This is an optimization exercise on Yosys and OpenROAD, whose aim is small area, a short achievable clock period and few clock cycles per item, not a production implementation.

==> module Registers, before the edit <==
module Registers(
    input CLK,
    input RST,
    input [1:0] Read_Reg1,
    input [1:0] Read_Reg2,
    input [1:0] Write_Reg,
    input [7:0] Reg_Write_Data,
    input RegWrite,
    input [7:0] Result,
	input [3:0] SEL_REG,
	output [6:0] SEG_High,
	output [6:0] SEG_Low,
    output [7:0] Read_Data1,
    output [7:0] Read_Data2,
    output reg [7:0] Reg_Write_Data_Save
    );
	reg [7:0] register0;
	reg [7:0] register1;
	reg [7:0] register2;
	reg [7:0] register3;
	assign Read_Data1 = (Read_Reg1 == 2'b00) ? register0 :
						(Read_Reg1 == 2'b01) ? register1 :
						(Read_Reg1 == 2'b10) ? register2 :
						register3;
	assign Read_Data2 = (Read_Reg2 == 2'b00) ? register0 :
						(Read_Reg2 == 2'b01) ? register1 :
						(Read_Reg2 == 2'b10) ? register2 :
						register3;
	wire [6:0] s0h, s0l, s1h, s1l, s2h, s2l, s3h, s3l;
	v7_Segment V0H(.hex(register0[7:4]), .seg(s0h));
	v7_Segment V0L(.hex(register0[3:0]), .seg(s0l));
	v7_Segment V1H(.hex(register1[7:4]), .seg(s1h));
	v7_Segment V1L(.hex(register1[3:0]), .seg(s1l));
	v7_Segment V2H(.hex(register2[7:4]), .seg(s2h));
	v7_Segment V2L(.hex(register2[3:0]), .seg(s2l));
	v7_Segment V3H(.hex(register3[7:4]), .seg(s3h));
	v7_Segment V3L(.hex(register3[3:0]), .seg(s3l));
	wire p0 = SEL_REG[0] | (SEL_REG[3:1] == 3'b000);
	wire p1 = ~SEL_REG[0] & SEL_REG[1];
	wire p2 = ~SEL_REG[0] & ~SEL_REG[1] & SEL_REG[2];
	wire p3 = ~SEL_REG[0] & ~SEL_REG[1] & ~SEL_REG[2] & SEL_REG[3];
	assign SEG_High = ({7{p0}} & s0h) | ({7{p1}} & s1h) | ({7{p2}} & s2h) | ({7{p3}} & s3h);
	assign SEG_Low  = ({7{p0}} & s0l) | ({7{p1}} & s1l) | ({7{p2}} & s2l) | ({7{p3}} & s3l);
	wire [7:0] wd = Reg_Write_Data & {8{~RST}};
	wire we = RegWrite & ~RST;
	wire en0 = RST | (we & (Write_Reg == 2'b00));
	wire en1 = RST | (we & (Write_Reg == 2'b01));
	wire en2 = RST | (we & (Write_Reg == 2'b10));
	wire en3 = RST | (we & (Write_Reg == 2'b11));
	always @(posedge CLK) begin
		if(en0) register0 <= wd;
		if(en1) register1 <= wd;
		if(en2) register2 <= wd;
		if(en3) register3 <= wd;
	end
	always @(posedge CLK or posedge RST) begin
		if(RST) begin
			Reg_Write_Data_Save <= 0;
		end else begin
			Reg_Write_Data_Save <= Result;
		end
	end
endmodule
==> module Microprocessor, before the edit <==
module Microprocessor(
    input [7:0] Instruction,
    input CLK_IN,
    input RST,
	input [3:0] SEL_REG,
    output [7:0] Read_Address,	 
    output [6:0] SEG1,   
	output [6:0] SEG2,	 
	output [6:0] SEG3,   
	output [6:0] SEG4,	 
	output [6:0] SEG5,   
	output [6:0] SEG6	 
    );
	wire [1:0] op = Instruction[7:6];
	wire [1:0] rs = Instruction[5:4];
	wire [1:0] rt = Instruction[3:2];
	wire [1:0] rd = Instruction[1:0];
	wire [7:0] Imm;
	wire [7:0] Read_Data1, Read_Data2, Read_Data;
	wire [7:0] Reg_Write_Data_Save;
	Sign_Extend SE1(.IN(Instruction[1:0]), .OUT(Imm));
	wire is_load  = (op == 2'b01);
	wire is_store = (op == 2'b10);
	wire is_jump  = (op == 2'b11);
	wire [7:0] Sum  = Read_Data1 + Read_Data2;	 
	wire [7:0] Addr = Read_Data1 + Imm;		 
	wire [7:0] Result = is_load ? Read_Data : (is_store ? Addr : Sum);
	PC P1(.CLK(CLK_IN), .RST(RST), .Jump(is_jump), .Imm(Imm), .PCout(Read_Address));
	Registers R1(.CLK(CLK_IN), .RST(RST), .Read_Reg1(rs), .Read_Reg2(rt),
				.Write_Reg(is_load ? rt : rd), .Reg_Write_Data(is_load ? Read_Data : Sum),
				.RegWrite(op[1] == 1'b0), .Result(Result),
				.Read_Data1(Read_Data1), .Read_Data2(Read_Data2),
				.Reg_Write_Data_Save(Reg_Write_Data_Save),
				.SEL_REG(SEL_REG), .SEG_High(SEG5), .SEG_Low(SEG6));
	Data_Memory D1(.CLK(CLK_IN), .RST(RST), .Address(Addr[4:0]),
				.Write_Data(Read_Data2), .MemWrite(is_store), .Read_Data(Read_Data));
	v7_Segment V1(.hex(Reg_Write_Data_Save[7:4]), .seg(SEG1));
	v7_Segment V2(.hex(Reg_Write_Data_Save[3:0]), .seg(SEG2));
	v7_Segment V3(.hex(Read_Address[7:4]), .seg(SEG3));
	v7_Segment V4(.hex(Read_Address[3:0]), .seg(SEG4));
endmodule
make LEC_CHECK=0 CAP_MARGIN=20 CORE_MARGIN=2 CORE_UTILIZATION=40 SETUP_SLACK_MARGIN=2 SLEW_MARGIN=20 finish   # period 6.0 ns
run.sh (not shown) runs the stock make flow with config.mk's settings and CLKGATE_MAP_FILE= SYNTH_SCRIPT=/design/flow/synth_recipe.tcl, a recipe that flattens the netlist after the stock synthesis.
The baseline went through all stages and came out clean.
Next try:
--- a/flow/design.v
+++ b/flow/design.v
@@ -90,11 +90,10 @@
     input [1:0] Write_Reg,
     input [7:0] Reg_Write_Data,
     input RegWrite,
     input [7:0] Result,
-	input [3:0] SEL_REG,
-	output [6:0] SEG_High,
-	output [6:0] SEG_Low,
+	input [1:0] Reg_Data_Select,
+	output [7:0] Reg_Data,
     output [7:0] Read_Data1,
     output [7:0] Read_Data2,
     output reg [7:0] Reg_Write_Data_Save
     );
@@ -109,34 +108,26 @@
 	assign Read_Data2 = (Read_Reg2 == 2'b00) ? register0 :
 						(Read_Reg2 == 2'b01) ? register1 :
 						(Read_Reg2 == 2'b10) ? register2 :
 						register3;
-	wire [6:0] s0h, s0l, s1h, s1l, s2h, s2l, s3h, s3l;
-	v7_Segment V0H(.hex(register0[7:4]), .seg(s0h));
-	v7_Segment V0L(.hex(register0[3:0]), .seg(s0l));
-	v7_Segment V1H(.hex(register1[7:4]), .seg(s1h));
-	v7_Segment V1L(.hex(register1[3:0]), .seg(s1l));
-	v7_Segment V2H(.hex(register2[7:4]), .seg(s2h));
-	v7_Segment V2L(.hex(register2[3:0]), .seg(s2l));
-	v7_Segment V3H(.hex(register3[7:4]), .seg(s3h));
-	v7_Segment V3L(.hex(register3[3:0]), .seg(s3l));
-	wire p0 = SEL_REG[0] | (SEL_REG[3:1] == 3'b000);
-	wire p1 = ~SEL_REG[0] & SEL_REG[1];
-	wire p2 = ~SEL_REG[0] & ~SEL_REG[1] & SEL_REG[2];
-	wire p3 = ~SEL_REG[0] & ~SEL_REG[1] & ~SEL_REG[2] & SEL_REG[3];
-	assign SEG_High = ({7{p0}} & s0h) | ({7{p1}} & s1h) | ({7{p2}} & s2h) | ({7{p3}} & s3h);
-	assign SEG_Low  = ({7{p0}} & s0l) | ({7{p1}} & s1l) | ({7{p2}} & s2l) | ({7{p3}} & s3l);
-	wire [7:0] wd = Reg_Write_Data & {8{~RST}};
-	wire we = RegWrite & ~RST;
-	wire en0 = RST | (we & (Write_Reg == 2'b00));
-	wire en1 = RST | (we & (Write_Reg == 2'b01));
-	wire en2 = RST | (we & (Write_Reg == 2'b10));
-	wire en3 = RST | (we & (Write_Reg == 2'b11));
+	assign Reg_Data = (Reg_Data_Select == 2'b00) ? register0 :
+					  (Reg_Data_Select == 2'b01) ? register1 :
+					  (Reg_Data_Select == 2'b10) ? register2 :
+					  register3;
 	always @(posedge CLK) begin
-		if(en0) register0 <= wd;
-		if(en1) register1 <= wd;
-		if(en2) register2 <= wd;
-		if(en3) register3 <= wd;
+		if(RST) begin
+			register0 <= 0;
+			register1 <= 0;
+			register2 <= 0;
+			register3 <= 0;
+		end else if(RegWrite == 1'b1) begin
+			case(Write_Reg)
+				2'b00 : register0 <= Reg_Write_Data;
+				2'b01 : register1 <= Reg_Write_Data;
+				2'b10 : register2 <= Reg_Write_Data;
+				2'b11 : register3 <= Reg_Write_Data;
+			endcase
+		end
 	end
 	always @(posedge CLK or posedge RST) begin
 		if(RST) begin
 			Reg_Write_Data_Save <= 0;
@@ -247,26 +238,31 @@
 	wire [1:0] rt = Instruction[3:2];
 	wire [1:0] rd = Instruction[1:0];
 	wire [7:0] Imm;
 	wire [7:0] Read_Data1, Read_Data2, Read_Data;
+	wire [7:0] Reg_Data;
 	wire [7:0] Reg_Write_Data_Save;
+	wire [1:0] Reg_Data_Select;
 	Sign_Extend SE1(.IN(Instruction[1:0]), .OUT(Imm));
 	wire is_load  = (op == 2'b01);
 	wire is_store = (op == 2'b10);
 	wire is_jump  = (op == 2'b11);
 	wire [7:0] Sum  = Read_Data1 + Read_Data2;	 
 	wire [7:0] Addr = Read_Data1 + Imm;		 
 	wire [7:0] Result = is_load ? Read_Data : (is_store ? Addr : Sum);
 	PC P1(.CLK(CLK_IN), .RST(RST), .Jump(is_jump), .Imm(Imm), .PCout(Read_Address));
+	Reg_Data_Select_Converter RDSC1(.IN(SEL_REG), .OUT(Reg_Data_Select));
 	Registers R1(.CLK(CLK_IN), .RST(RST), .Read_Reg1(rs), .Read_Reg2(rt),
 				.Write_Reg(is_load ? rt : rd), .Reg_Write_Data(is_load ? Read_Data : Sum),
 				.RegWrite(op[1] == 1'b0), .Result(Result),
 				.Read_Data1(Read_Data1), .Read_Data2(Read_Data2),
 				.Reg_Write_Data_Save(Reg_Write_Data_Save),
-				.SEL_REG(SEL_REG), .SEG_High(SEG5), .SEG_Low(SEG6));
+				.Reg_Data_Select(Reg_Data_Select), .Reg_Data(Reg_Data));
 	Data_Memory D1(.CLK(CLK_IN), .RST(RST), .Address(Addr[4:0]),
 				.Write_Data(Read_Data2), .MemWrite(is_store), .Read_Data(Read_Data));
 	v7_Segment V1(.hex(Reg_Write_Data_Save[7:4]), .seg(SEG1));
 	v7_Segment V2(.hex(Reg_Write_Data_Save[3:0]), .seg(SEG2));
 	v7_Segment V3(.hex(Read_Address[7:4]), .seg(SEG3));
 	v7_Segment V4(.hex(Read_Address[3:0]), .seg(SEG4));
-endmodule
+	v7_Segment V5(.hex(Reg_Data[7:4]), .seg(SEG5));
+	v7_Segment V6(.hex(Reg_Data[3:0]), .seg(SEG6));
+endmodule
The changed run finished with timing, DRC and antenna clean. Routed wire length falls by 18%. Core utilization came out lower by 3.6 points. Cell area is lower by about 22%. Sequential cell count is lower by 56. Area after synthesis shrinks by about 16%. Via count came out lower by 16%.
No run of this note included a check of the RTL's function; only the layout flow was run.

## static timing again, ports no longer ideal
In the flow no input, the clock included, has a driving cell. The finished layouts below were timed again as built, in two steps. Step 1, drivers: a clkbuf_16 drives CLK_IN and a buf_2 each remaining input, both assumed. Step 2 also shifts input and output timing later by t, the mid clock arrival at the registers, as if the neighbouring blocks saw the same clock. Slacks: ideal / step 1 / step 2; pairs: ideal / step 1.
run | shift t [ns] | slack for setup (ns) | hold WS [ns] | clock arrival spread, ns
the first run | 0.623 | 1.030 / 1.052 / 0.429 | 0.670 / 0.670 / 0.670 | 0.035 / 0.035
the second run | 0.584 | 1.549 / 1.546 / 0.962 | 0.489 / 0.489 / 0.489 | 0.017 / 0.018
After both steps setup and hold are still met in every run listed. For the first run, which loses most, drivers alone change the setup slack by +0.022 ns; drivers and shift together by -0.601 ns.
